This design comes from an exercise in tuning for small area on the open sky130 flow, not from production work. The RTL was checked by simulation tests, not by an equivalence proof against the original design. Power and IR drop assume default switching activity.

[config.mk]
export PLATFORM = sky130hd
export DESIGN_NAME = tb_dp
export DESIGN_NICKNAME = tb_dp
export VERILOG_FILES = /design/flow/design.v
export SDC_FILE = /design/flow/constraint.sdc
export NUM_CORES = 4
export LEC_CHECK = 0
export CAP_MARGIN = 20
export CORE_MARGIN = 2
export CORE_UTILIZATION = 30
export SETUP_SLACK_MARGIN = 0.5
export SLEW_MARGIN = 20
[constraint.sdc]
create_clock -name core_clock -period 10.0 [get_ports {clk}]
set_input_delay 2.0000 -clock core_clock [delete_from_list [all_inputs] [get_ports {clk}]]
set_output_delay 2.0000 -clock core_clock [all_outputs]
set_load 0.01 [all_outputs]
[design.v]
module tb_dp #(
    parameter BHT_ENTERIES    = 128,
    parameter BTB_ENTERIES    = 32,
    parameter INSTR_SIZE_BYTE = 4
) 
(
    clk,
    rst_n,
    in_fetch_pc,
    in_fetch_nop,
    in_exe_pc,
    in_exe_nop,
    in_exe_branch_taken,
    in_exe_branch_offset,
    out_pc_offset,
    out_fetch_branch_taken
);
input clk;
input rst_n;
input in_fetch_nop;
input [INSTR_SIZE_BYTE*8-1 :0] in_fetch_pc;
input in_exe_nop;
input [INSTR_SIZE_BYTE*8-1 :0] in_exe_pc;
input in_exe_branch_taken;
input [INSTR_SIZE_BYTE*8-1 :0] in_exe_branch_offset;
output [INSTR_SIZE_BYTE*8-1 :0] out_pc_offset;
output out_fetch_branch_taken;
reg [1:0] bht_entry [0:BHT_ENTERIES-1];
reg [INSTR_SIZE_BYTE*8-1 :0] btb_entry [0:BTB_ENTERIES-1];
reg [24:0] btb_tag [0:BTB_ENTERIES-1];
assign out_pc_offset = btb_entry[in_fetch_pc[6:2]];
assign out_fetch_branch_taken = bht_entry[in_fetch_pc[8:2]][1]&&(btb_tag[in_fetch_pc[6:2]]==in_fetch_pc[31:7]);
always@(posedge clk or negedge rst_n) begin
    if(rst_n) begin
        if(!in_exe_nop) begin
            if(in_exe_branch_taken) begin
                bht_entry[in_exe_pc[8:2]]  <= (bht_entry[in_exe_pc[8:2]]==2'b11) ? bht_entry[in_exe_pc[8:2]] : bht_entry[in_exe_pc[8:2]] + 1'b1   ;
                btb_entry[in_exe_pc[6:2]]  <=  in_exe_branch_offset;
                btb_tag[in_exe_pc[6:2]]    <=  in_exe_pc[31:7];
            end
            else if(!in_exe_branch_taken) begin
                bht_entry[in_exe_pc[8:2]]  <= (bht_entry[in_exe_pc[8:2]]==2'b00) ? bht_entry[in_exe_pc[8:2]] : bht_entry[in_exe_pc[8:2]] - 1'b1   ;
            end
        end
    end
    else if(!rst_n) begin
        bht_entry[0]  <=   0 ;bht_entry[1]  <=   0 ;bht_entry[2]  <=   0 ;bht_entry[3]  <=   0 ;bht_entry[4]  <=   0 ;bht_entry[5]  <=   0 ;bht_entry[6]  <=   0 ;bht_entry[7]  <=   0 ;bht_entry[8]  <=   0 ;bht_entry[9]  <=   0 ;
        bht_entry[10]  <=   0 ;bht_entry[11]  <=   0 ;bht_entry[12]  <=   0 ;bht_entry[13]  <=   0 ;bht_entry[14]  <=   0 ;bht_entry[15]  <=   0 ;bht_entry[16]  <=   0 ;bht_entry[17]  <=   0 ;bht_entry[18]  <=   0 ;bht_entry[19]  <=   0 ;
        bht_entry[20]  <=   0 ;bht_entry[21]  <=   0 ;bht_entry[22]  <=   0 ;bht_entry[23]  <=   0 ;bht_entry[24]  <=   0 ;bht_entry[25]  <=   0 ;bht_entry[26]  <=   0 ;bht_entry[27]  <=   0 ;bht_entry[28]  <=   0 ;bht_entry[29]  <=   0 ;
        bht_entry[30]  <=   0 ;bht_entry[31]  <=   0 ;bht_entry[32]  <=   0 ;bht_entry[33]  <=   0 ;bht_entry[34]  <=   0 ;bht_entry[35]  <=   0 ;bht_entry[36]  <=   0 ;bht_entry[37]  <=   0 ;bht_entry[38]  <=   0 ;bht_entry[39]  <=   0 ;
        bht_entry[40]  <=   0 ;bht_entry[41]  <=   0 ;bht_entry[42]  <=   0 ;bht_entry[43]  <=   0 ;bht_entry[44]  <=   0 ;bht_entry[45]  <=   0 ;bht_entry[46]  <=   0 ;bht_entry[47]  <=   0 ;bht_entry[48]  <=   0 ;bht_entry[49]  <=   0 ;
        bht_entry[50]  <=   0 ;bht_entry[51]  <=   0 ;bht_entry[52]  <=   0 ;bht_entry[53]  <=   0 ;bht_entry[54]  <=   0 ;bht_entry[55]  <=   0 ;bht_entry[56]  <=   0 ;bht_entry[57]  <=   0 ;bht_entry[58]  <=   0 ;bht_entry[59]  <=   0 ;
        bht_entry[60]  <=   0 ;bht_entry[61]  <=   0 ;bht_entry[62]  <=   0 ;bht_entry[63]  <=   0 ;bht_entry[64]  <=   0 ;bht_entry[65]  <=   0 ;bht_entry[66]  <=   0 ;bht_entry[67]  <=   0 ;bht_entry[68]  <=   0 ;bht_entry[69]  <=   0 ;
        bht_entry[70]  <=   0 ;bht_entry[71]  <=   0 ;bht_entry[72]  <=   0 ;bht_entry[73]  <=   0 ;bht_entry[74]  <=   0 ;bht_entry[75]  <=   0 ;bht_entry[76]  <=   0 ;bht_entry[77]  <=   0 ;bht_entry[78]  <=   0 ;bht_entry[79]  <=   0 ;
        bht_entry[80]  <=   0 ;bht_entry[81]  <=   0 ;bht_entry[82]  <=   0 ;bht_entry[83]  <=   0 ;bht_entry[84]  <=   0 ;bht_entry[85]  <=   0 ;bht_entry[86]  <=   0 ;bht_entry[87]  <=   0 ;bht_entry[88]  <=   0 ;bht_entry[89]  <=   0 ;
        bht_entry[90]  <=   0 ;bht_entry[91]  <=   0 ;bht_entry[92]  <=   0 ;bht_entry[93]  <=   0 ;bht_entry[94]  <=   0 ;bht_entry[95]  <=   0 ;bht_entry[96]  <=   0 ;bht_entry[97]  <=   0 ;bht_entry[98]  <=   0 ;bht_entry[99]  <=   0 ;
        bht_entry[100]  <=   0 ;bht_entry[101]  <=   0 ;bht_entry[102]  <=   0 ;bht_entry[103]  <=   0 ;bht_entry[104]  <=   0 ;bht_entry[105]  <=   0 ;bht_entry[106]  <=   0 ;bht_entry[107]  <=   0 ;bht_entry[108]  <=   0 ;bht_entry[109]  <=   0 ;
        bht_entry[110]  <=   0 ;bht_entry[111]  <=   0 ;bht_entry[112]  <=   0 ;bht_entry[113]  <=   0 ;bht_entry[114]  <=   0 ;bht_entry[115]  <=   0 ;bht_entry[116]  <=   0 ;bht_entry[117]  <=   0 ;bht_entry[118]  <=   0 ;bht_entry[119]  <=   0 ;
        bht_entry[120]  <=   0 ;bht_entry[121]  <=   0 ;bht_entry[122]  <=   0 ;bht_entry[123]  <=   0 ;bht_entry[124]  <=   0 ;bht_entry[125]  <=   0 ;bht_entry[126]  <=   0 ;bht_entry[127]  <=   0 ;
        btb_entry[0]  <=   0;
        btb_tag[0]    <=   0;
        btb_entry[1]  <=   0;
        btb_tag[1]    <=   0;
        btb_entry[2]  <=   0;
        btb_tag[2]    <=   0;
        btb_entry[3]  <=   0;
        btb_tag[3]    <=   0;
        btb_entry[4]  <=   0;
        btb_tag[4]    <=   0;
        btb_entry[5]  <=   0;
        btb_tag[5]    <=   0;
        btb_entry[6]  <=   0;
        btb_tag[6]    <=   0;
        btb_entry[7]  <=   0;
        btb_tag[7]    <=   0;
        btb_entry[8]  <=   0;
        btb_tag[8]    <=   0;
        btb_entry[9]  <=   0;
        btb_tag[9]    <=   0;
        btb_entry[10]  <=   0;
        btb_tag[10]    <=   0;
        btb_entry[11]  <=   0;
        btb_tag[11]    <=   0;
        btb_entry[12]  <=   0;
        btb_tag[12]    <=   0;
        btb_entry[13]  <=   0;
        btb_tag[13]    <=   0;
        btb_entry[14]  <=   0;
        btb_tag[14]    <=   0;
        btb_entry[15]  <=   0;
        btb_tag[15]    <=   0;
        btb_entry[16]  <=   0;
        btb_tag[16]    <=   0;
        btb_entry[17]  <=   0;
        btb_tag[17]    <=   0;
        btb_entry[18]  <=   0;
        btb_tag[18]    <=   0;
        btb_entry[19]  <=   0;
        btb_tag[19]    <=   0;
        btb_entry[20]  <=   0;
        btb_tag[20]    <=   0;
        btb_entry[21]  <=   0;
        btb_tag[21]    <=   0;
        btb_entry[22]  <=   0;
        btb_tag[22]    <=   0;
        btb_entry[23]  <=   0;
        btb_tag[23]    <=   0;
        btb_entry[24]  <=   0;
        btb_tag[24]    <=   0;
        btb_entry[25]  <=   0;
        btb_tag[25]    <=   0;
        btb_entry[26]  <=   0;
        btb_tag[26]    <=   0;
        btb_entry[27]  <=   0;
        btb_tag[27]    <=   0;
        btb_entry[28]  <=   0;
        btb_tag[28]    <=   0;
        btb_entry[29]  <=   0;
        btb_tag[29]    <=   0;
        btb_entry[30]  <=   0;
        btb_tag[30]    <=   0;
        btb_entry[31]  <=   0;
        btb_tag[31]    <=   0;
    end
end
endmodule
[run.sh]
#!/bin/bash
# synth_recipe.tcl (not shown) runs the flow's synth.tcl, then flattens the netlist and writes it again
# the make line also repeats each setting of config.mk as NAME=value (left out here)
make -C /OpenROAD-flow-scripts/flow DESIGN_CONFIG=/design/flow/config.mk WORK_HOME=/design/flow/orfs CLKGATE_MAP_FILE= SYNTH_SCRIPT=/design/flow/synth_recipe.tcl finish
==> results_dict.tcl, run 1 <==
set metrics [dict create \
    synth-compound-area-share_pct 10.5 \
    fin_setup_tns_ns 0 \
    grt_antenna_before_repair 28 \
    reg2reg_to "bht_entry[120][1]" \
    worst_hold_path_type "reg2reg" \
    muxShareOfSynthArea_pct 22.6 \
    crit_required_ns 8.00 \
    layout-area-overhead-vs-synth_pct 15.4 \
    synthXorXnorAreaFrac_pct 0.0846 \
    worst-r2r-setup-slack_ns 5.52 \
    yosys.area_share.simple_pct 7.67 \
    avgSynthCellArea_um2 12.3 \
    status "finished clean" \
    period_minus_slack_ns 9.55 \
    yosysMostFrequentCell "dfrtp_1" \
    grt_pass1_vias 68800 \
    ys_seq_elements 2080 \
    yosysTopAreaCellShare_pct 55.9 \
    totalWireLength_um 369000 \
    synth-seq-area-share_pct 55.9 \
    reg2regPathDepth 10 \
    worst_slew_pin_slew_ns 1.26 \
    viasPerCell 5.83 \
    yosys_most_used_dff "dfrtp_1" \
    cts_buffers 219 \
    yosysTopAreaCell "dfrtp_1" \
    internal_power_w 0.0158 \
    grt_busiest_layer "met2" \
    cts_htree_levels 4 \
    drc 0 \
    use_met3_pct 4.50 \
    dieArea_um2 315000 \
    power_density_nw_per_um2 196 \
    syn_nets 7691 \
    grt.overflow.total 0 \
    coreArea_um2 309000 \
    hold_viol_final 0 \
    fin_cells 11800 \
    whs_endpoint "bht_entry[125][0]" \
    ys_types 83 \
    netlist_area_um2 93100 \
    grt_max_degree 179 \
    finalSetupViolations 0 \
    place_inst 11400 \
    rsz0062_at_grt "false" \
    syn-instance-count 7590 \
    gp_congestion 0.941 \
    worstReg2RegStart "bht_entry[7][1]" \
    maxSlewViolCount 0 \
    p_leak_nw 48.9 \
    num_rows 204 \
    clkSinkCount 2080 \
    fmax_ghz 0.105 \
    fin_nets 7597 \
    p_sw_w 0.00529 \
    dr.pass1.iters 8 \
    root_buffer "clkbuf_16" \
    seq_power_share_pct 47.7 \
    async_flop_share_pct 100 \
    max_stage_delay_ns 0.95 \
    power_frac_clock_pct 42.2 \
    fill_cells 30200 \
    synth.area.top_cells "dfrtp_1, mux2_2, a22oi_1, nand2_1, o21ai_0" \
    die_h_um 561 \
    worstHoldPathCells 2 \
    synth_edf_count 0 \
    die_x_um 561 \
    ys_warn_count 4 \
    cp_cell_sequence "clkbuf_4 > or3b_1 > nor2_4 > buf_4 > a22oi_1 > nand2_1 > nor4_1 > a31oi_1 > xor2_1 > or4_1 > nor4_2 > buf_4 > clkdlybuf4s50_1" \
    clockBufferDepth 3 \
    cap_violations 0 \
    fin_skew_ns 0.0355 \
    cts_tree "built" \
    drive_gt1_share_pct 34.1 \
    grt_util_met1_pct 29.6 \
    drt_iter0_drc 7907 \
    ir_drop_mv 0.170 \
    endpoint_kind "primary output" \
    cts_hold_buf 0 \
    path_class "in2out" \
    grt_pass1_wl_um 522000 \
    ant_nets 0 \
    hold_ws_ns 0.475 \
    startpoint_type "primary input" \
    start_util_pct 30.2 \
    p_comb_share_pct 10.2 \
    clk_latency_ns 0.90 \
    ios 134 \
    swShare_pct 25.2 \
    grt_use_total_pct 22.9 \
    synthAdderAreaFrac_pct 0.0107 \
    crit_fanout 29 \
    post-route-period-util_pct 95.5 \
    wire_per_inst_um 31.2 \
    synth_top_family_by_area "multiplexers" \
    relSlewSlack_pct 15.8 \
    met2_usage_pct 36.6 \
    synth_common_cells "dfrtp_1, mux2_2, a22oi_1" \
    cp_common_cell "buf_4" \
    clkTransAtPathRegs_ns 0.05 \
    min-delay-start "bht_entry[125][0]" \
    io_buffers 128 \
    hpwlAfterDp_um 216000 \
    cp_data_arrival_time_ns 7.55 \
    vias 68800 \
    crit_path_top_delay_cell "nor2_4" \
]
routing by layer:
| layer | up-vias | routed length (µm) |
|---|---|---|
| met4 | 16 | 19500 |
| li1 | 27700 | - |
| met2 | 3600 | 171000 |
| met3 | 970 | 30900 |
| met1 | 36600 | 147000 |
| met5 | - | 92 |
layout make-up:
type | count | area (µm²) | share of cell area, %
diodes | 11 | 27.5 | 0.0256
clock buffers | 320 | 6490 | 6.04
clock inverters | 86 | 1350 | 1.26
inverters | 24 | 90.1 | 0.0838
multi-input cells | 4773 | 38900 | 36.2
flip-flops and latches | 2080 | 52000 | 48.4
well taps | 4120 | 5150 | 4.80
repair buffers | 398 | 3440 | 3.20
how the worst max path moves through the flow:
stage | start | end | slack [ns] | cells after the start
final | in_fetch_pc[6] | out_fetch_branch_taken | 0.45 | 13
after detailed placement | in_fetch_pc[6] | out_fetch_branch_taken | 0.22 | 13
after global placement | in_fetch_pc[6] | out_fetch_branch_taken | 0.13 | 13
after CTS | in_fetch_pc[2] | out_fetch_branch_taken | 0.50 | 13
after global routing | in_fetch_pc[3] | out_fetch_branch_taken | 0.52 | 14
after floorplan | in_fetch_pc[4] | out_fetch_branch_taken | 3.30 | 11
sequential cells by signal, summed over array words and instances, names as in the netlist:
register   count
btb_tag      800
bht_entry    256
btb_entry   1024
layout by cell type, fill, tap and decap left out, types with 24 or more instances in the layout:
cell | netlist | layout
a2111oi_0 | 43 | 41
a21oi_1 | 107 | 107
a221oi_1 | 37 | 37
a22o_1 | 40 | 40
a22oi_1 | 702 | 702
and3_1 | 126 | 126
buf_2 | 74 | 35
buf_4 | 6 | 247
bufinv_16 | 0 | 31
clkbuf_1 | 362 | 45
clkbuf_16 | 0 | 225
clkbuf_8 | 0 | 50
clkdlybuf4s50_1 | 0 | 89
clkinv_2 | 0 | 37
dfrtp_1 | 2080 | 2080
inv_1 | 24 | 24
mux2_2 | 1827 | 1827
mux2i_1 | 44 | 44
nand2_1 | 669 | 657
nand3_1 | 169 | 169
nand3b_1 | 24 | 24
nand4_1 | 103 | 103
nor2_1 | 144 | 92
nor2_4 | 0 | 50
nor3_1 | 50 | 45
nor4_1 | 68 | 65
o21ai_0 | 310 | 310
o22ai_1 | 35 | 35
power groups by stage:
stage | combinational (W) | sequential, W | clock, W
floorplan | 0.00134 | 0.00998 | 0
global route | 0.00230 | 0.0101 | 0.00929
detailed placement | 0.00213 | 0.0102 | 0
finish | 0.00214 | 0.0100 | 0.00888
global placement | 0.00205 | 0.0101 | 0
CTS | 0.00214 | 0.0100 | 0.00894
through the flow:
stage / worst slack, ns / total power (W) / cell area, µm² / utilization [%]
finish: 0.451 / 0.0210 / 107000 / 34.8
CTS: 0.501 / 0.0211 / 107000 / 34.8
detailed placement: 0.216 / 0.0123 / 99600 / 32.2
global route: 0.521 / 0.0217 / 107000 / 34.8
global placement: 0.126 / 0.0121 / 99500 / 32.2
floorplan: 3.30 / 0.0113 / 93100 / -
what timing repair did:
action                                  in CTS  in global routing
pin swaps                                    3                  0
endpoints found under the setup margin       1                  1
buffers inserted                             7                  0
resized for setup                            1                  3
cell families after synthesis:
group,after synthesis
compound gates,1413
xor+xnor,9
fa+ha+maj,1
buf+inv,737
flops,2080
mux,1874
simple gates,1476
critical path: cells and delay by family:
| kind | cells | cell delay (ns) |
|---|---|---|
| AO/OA/AOI/OAI | 2 | 0.74 |
| XOR/XNOR | 1 | 0.12 |
| buffers and inverters | 4 | 1.58 |
| AND/OR/NAND/NOR | 6 | 3.01 |
==> inputs of run 2 (changes only) <==
==> design.v (replaced) <==
module tb_dp (
    clk,
    rst_n,
    in_fetch_pc,
    in_fetch_nop,
    in_exe_pc,
    in_exe_nop,
    in_exe_branch_taken,
    in_exe_branch_offset,
    out_pc_offset,
    out_fetch_branch_taken
);
input clk;
input rst_n;
input in_fetch_nop;
input [31:0] in_fetch_pc;
input in_exe_nop;
input [31:0] in_exe_pc;
input in_exe_branch_taken;
input [31:0] in_exe_branch_offset;
output [31:0] out_pc_offset;
output out_fetch_branch_taken;
reg [1:0]  bht_entry [0:127];
reg [31:0] btb_entry [0:31];
reg [24:0] btb_tag   [0:31];
wire upd   = !in_exe_nop;
wire taken = in_exe_branch_taken;
genvar i;
generate
    for (i = 0; i < 128; i = i + 1) begin : g_bht
        wire sel = upd && (in_exe_pc[8:2] == i);
        always @(posedge clk or negedge rst_n) begin
            if (!rst_n)
                bht_entry[i] <= 2'b00;
            else if (sel) begin
                if (taken) begin
                    if (bht_entry[i] != 2'b11) bht_entry[i] <= bht_entry[i] + 2'b01;
                end else begin
                    if (bht_entry[i] != 2'b00) bht_entry[i] <= bht_entry[i] - 2'b01;
                end
            end
        end
    end
    for (i = 0; i < 32; i = i + 1) begin : g_btb
        wire we = upd && taken && (in_exe_pc[6:2] == i);
        always @(posedge clk) begin
            if (we) begin
                btb_entry[i] <= in_exe_branch_offset;
                btb_tag[i]   <= in_exe_pc[31:7];
            end
        end
    end
endgenerate
assign out_pc_offset = btb_entry[in_fetch_pc[6:2]];
assign out_fetch_branch_taken = bht_entry[in_fetch_pc[8:2]][1] && (btb_tag[in_fetch_pc[6:2]] == in_fetch_pc[31:7]);
endmodule
--- a/config.mk
+++ b/config.mk
@@ -7,6 +7,6 @@
 export LEC_CHECK = 0
 export CAP_MARGIN = 20
 export CORE_MARGIN = 2
-export CORE_UTILIZATION = 30
+export CORE_UTILIZATION = 60
 export SETUP_SLACK_MARGIN = 0.5
 export SLEW_MARGIN = 20
==> run 2 against run 1 <==
Net effect: count of clock-buffer cells in the layout is 51 lower; flip-flop and latch count unchanged; synthesized cell count down 25%; largest cell class unchanged.
==> results_dict.tcl, run 2 <==
set metrics [dict create \
    ios 134 \
    top_register "btb_entry" \
    clockBufferDepth 3 \
    cts_htree_levels 4 \
    largest_register_ffs 1024 \
    fin_ws_ns 0.919 \
    root_buffer "clkbuf_16" \
    fill_cells 9286 \
    clk_latency_ns 0.86 \
    drt_iter0_drc 9299 \
    worst_hold_path_type "reg2reg" \
    clkSinkCount 2080 \
    worstHoldPathCells 2 \
    worst-r2r-setup-slack_ns 8.96 \
    whs_endpoint "bht_entry[73][1]" \
    yosys.area_share.simple_pct 8.36 \
    yosysTopAreaCellShare_pct 67.0 \
    min-delay-start "bht_entry[73][0]" \
    hold_viol_final 0 \
    async_flop_share_pct 12.3 \
    crit_required_ns 8.00 \
    top_regs "btb_entry: 1024 flops, btb_tag: 800 flops, bht_entry: 256 flops" \
    grt_pass1_vias 52300 \
    drive_gt1_share_pct 10.7 \
    finalSetupViolations 0 \
    fmax_ghz 0.110 \
    p_leak_nw 30.4 \
    synthAdderAreaFrac_pct 0 \
    grt_max_degree 112 \
    rsz0062_at_grt "false" \
    fin_nets 6015 \
    synth-compound-area-share_pct 14.0 \
    cap_violations 0 \
    muxShareOfSynthArea_pct 0.979 \
    totalWireLength_um 283000 \
    wire_per_inst_um 35.9 \
    endpoint_kind "primary output" \
    yosys_most_used_dff "edfxtp_1" \
    netlist_area_um2 81800 \
    syn_nets 5781 \
    drc 0 \
    synth_common_cells "edfxtp_1, a22oi_1, nand2_1" \
    hpwlAfterDp_um 155000 \
    path_class "in2out" \
    ir_drop_mv 0.208 \
    ys_warn_count 4 \
    reg2reg_to "bht_entry[61][0]" \
    cp-startpoint "in_fetch_pc[4]" \
    ant_nets 0 \
    gp_congestion 0.918 \
    vias 57100 \
    synth_top_family_by_area "compound AO/OA/AOI/OAI gates" \
    final_cell_mix "edfxtp_1, a22oi_1, nand2_1" \
    synth.area.top_cells "edfxtp_1, dfrtp_1, a22oi_1, o21ai_0, nand2_1" \
    dp_slack_ns 1.22 \
    cts_resized 0 \
    cts_buffers 205 \
    ys_seq_elements 2080 \
    layout-area-overhead-vs-synth_pct 13.3 \
    dieArea_um2 139000 \
    die_x_um 373 \
    period_minus_slack_ns 9.08 \
    worstReg2RegStart "bht_entry[61][1]" \
    yosysMostFrequentCell "edfxtp_1" \
    crit_fanout 43 \
    reg2regPathDepth 3 \
    syn-instance-count 5680 \
    io_buffers 128 \
    viasPerCell 7.25 \
    cts_tree "built" \
    dr.pass1.iters 6 \
    avgSynthCellArea_um2 14.4 \
    relSlewSlack_pct 16.3 \
    grt_antenna_before_repair 12 \
    post-route-period-util_pct 90.8 \
    num_rows 135 \
    grt_pass1_wl_um 393000 \
    post-cts-setup-buffers 0 \
    grt.overflow.total 0 \
    startpoint_type "primary input" \
    worst_slew_pin_slew_ns 1.25 \
    status "finished clean" \
    synth_edf_count 1824 \
    layout_commonest_cell "edfxtp_1" \
    cp_data_arrival_time_ns 7.08 \
    fin_skew_ns 0.0264 \
    maxSlewViolCount 0 \
    grt_use_total_pct 40.2 \
    start_util_pct 60.4 \
    cts_hold_buf 0 \
    die_h_um 373 \
    synth-seq-area-share_pct 74.8 \
    synthXorXnorAreaFrac_pct 0.0964 \
    power_density_nw_per_um2 193 \
    ys_types 80 \
    coreArea_um2 135000 \
    clkTransAtPathRegs_ns 0.06 \
    fin_setup_tns_ns 0 \
    yosysTopAreaCell "edfxtp_1" \
]
run 2: cell types whose count changed after synthesis, moves of 185 or more:
cell,delta
nand2_1,-185
nor2_1,+190
a21oi_1,+235
dfrtp_1,-1824
buf_1,-188
mux2_2,-1803
edfxtp_1,+1824
run 2: critical path, stage by stage:
cell             delay [ns]
buf_4                  0.50
or3b_2                 0.69
nor2_4                 0.59
buf_4                  0.55
a22oi_1                0.14
o2111ai_1              0.17
or3_1                  0.28
a2bb2o_1               0.32
a2111o_1               0.34
nor4_1                 0.47
o2111a_1               0.39
clkdlybuf4s50_1        0.58
run 2: final cells by class:
| cell class | count | area (µm²) | area share [%] |
|---|---|---|---|
| Antenna cell | 5 | 12.5 | 0.0135 |
| Clock buffer | 269 | 5470 | 5.91 |
| Clock inverter | 110 | 911 | 0.983 |
| Inverter | 21 | 83.8 | 0.0905 |
| Multi-Input combinational cell | 3251 | 19700 | 21.3 |
| Sequential cell | 2080 | 61200 | 66.0 |
| Tap cell | 1781 | 2230 | 2.41 |
| Timing Repair Buffer | 355 | 3040 | 3.29 |
run 2: cell families (layout without fill, tap and decap cells):
family                 after synthesis  in the layout
flip-flops                        2080           2080
multiplexers                        77             77
AND/OR/NAND/NOR                   1401           1401
AO/OA/AOI/OAI                     1764           1764
buffers and inverters              349            755
other                                0              5
XOR/XNOR                             9              9
run 2: how the worst max path moves through the flow:
| stage | end | depth (start not counted) | slack, ns |
|---|---|---|---|
| 3_5_place_dp | out_fetch_branch_taken | 12 | 1.22 |
| 2_1_floorplan | out_fetch_branch_taken | 14 | 3.51 |
| 5_1_grt | out_fetch_branch_taken | 12 | 1.06 |
| 4_1_cts | out_fetch_branch_taken | 12 | 1.21 |
| 3_3_place_gp | out_fetch_branch_taken | 12 | 1.24 |
| 6_report | out_fetch_branch_taken | 12 | 0.92 |
run 2: report_power, final:
group	internal, W	switching (W)	total (W)
combinational	0.000235	0.000617	0.000852
sequential	0.00952	0.0000356	0.00956
clock	0.00409	0.00334	0.00744
run 2: per-stage QoR:
step                      instance area (µm²)  instances  power [W]  util, %  hold slack (ns)
after floorplan                         81800       5680     0.0101        -            0.513
after global placement                  86200       7483     0.0105     63.7            0.521
after detailed placement                86300       7487     0.0106     63.8            0.542
after CTS                               92700       7866     0.0178     68.5            0.556
after global routing                    92600       7869     0.0182     68.5            0.605
final                                   92700       7872     0.0178     68.5            0.556
run 2: metal layers:
layer | vias to the layer above | GRT usage [%] | share of wire (%) | wire length (µm)
met5 | - | 0 | 0.016 | 45
met4 | 8 | 15.7 | 4.6 | 12900
met3 | 798 | 8.87 | 14 | 39700
met2 | 4558 | 61.0 | 45 | 127000
met1 | 28700 | 57.3 | 36 | 103000
li1 | 23000 | - | - | -

[re-timing with driven ports]
The results above use ideal ports. As a check the final layouts listed here were re-extracted and re-timed, cells and wires unchanged. Step 1 assumes that a clkbuf_16 drives the clock port and a buf_2 every other input. Step 2 also shifts input and output timing later by t, the mid clock arrival at the registers, as if the neighbouring blocks saw the same clock. a / b / c = no drivers / after step 1 / after step 2; a / b = the first two.
| run | shift t [ns] | setup WS [ns] | slew at the worst register clock pin (ns) | worst slew at a driven data input, ns | pins driven straight from the clock port |
|---|---|---|---|---|---|
| run 1 | 0.981 | 0.451 / 0.374 / 0.374 | 0.07 / 0.07 | 0.20 | 1 |
| run 2 | 0.939 | 0.919 / 0.886 / 0.886 | 0.07 / 0.07 | 0.13 | 1 |
After both steps setup and hold are still met in every run listed. For run 1, which loses most, drivers alone change the setup slack by -0.077 ns; drivers and shift together by -0.077 ns.
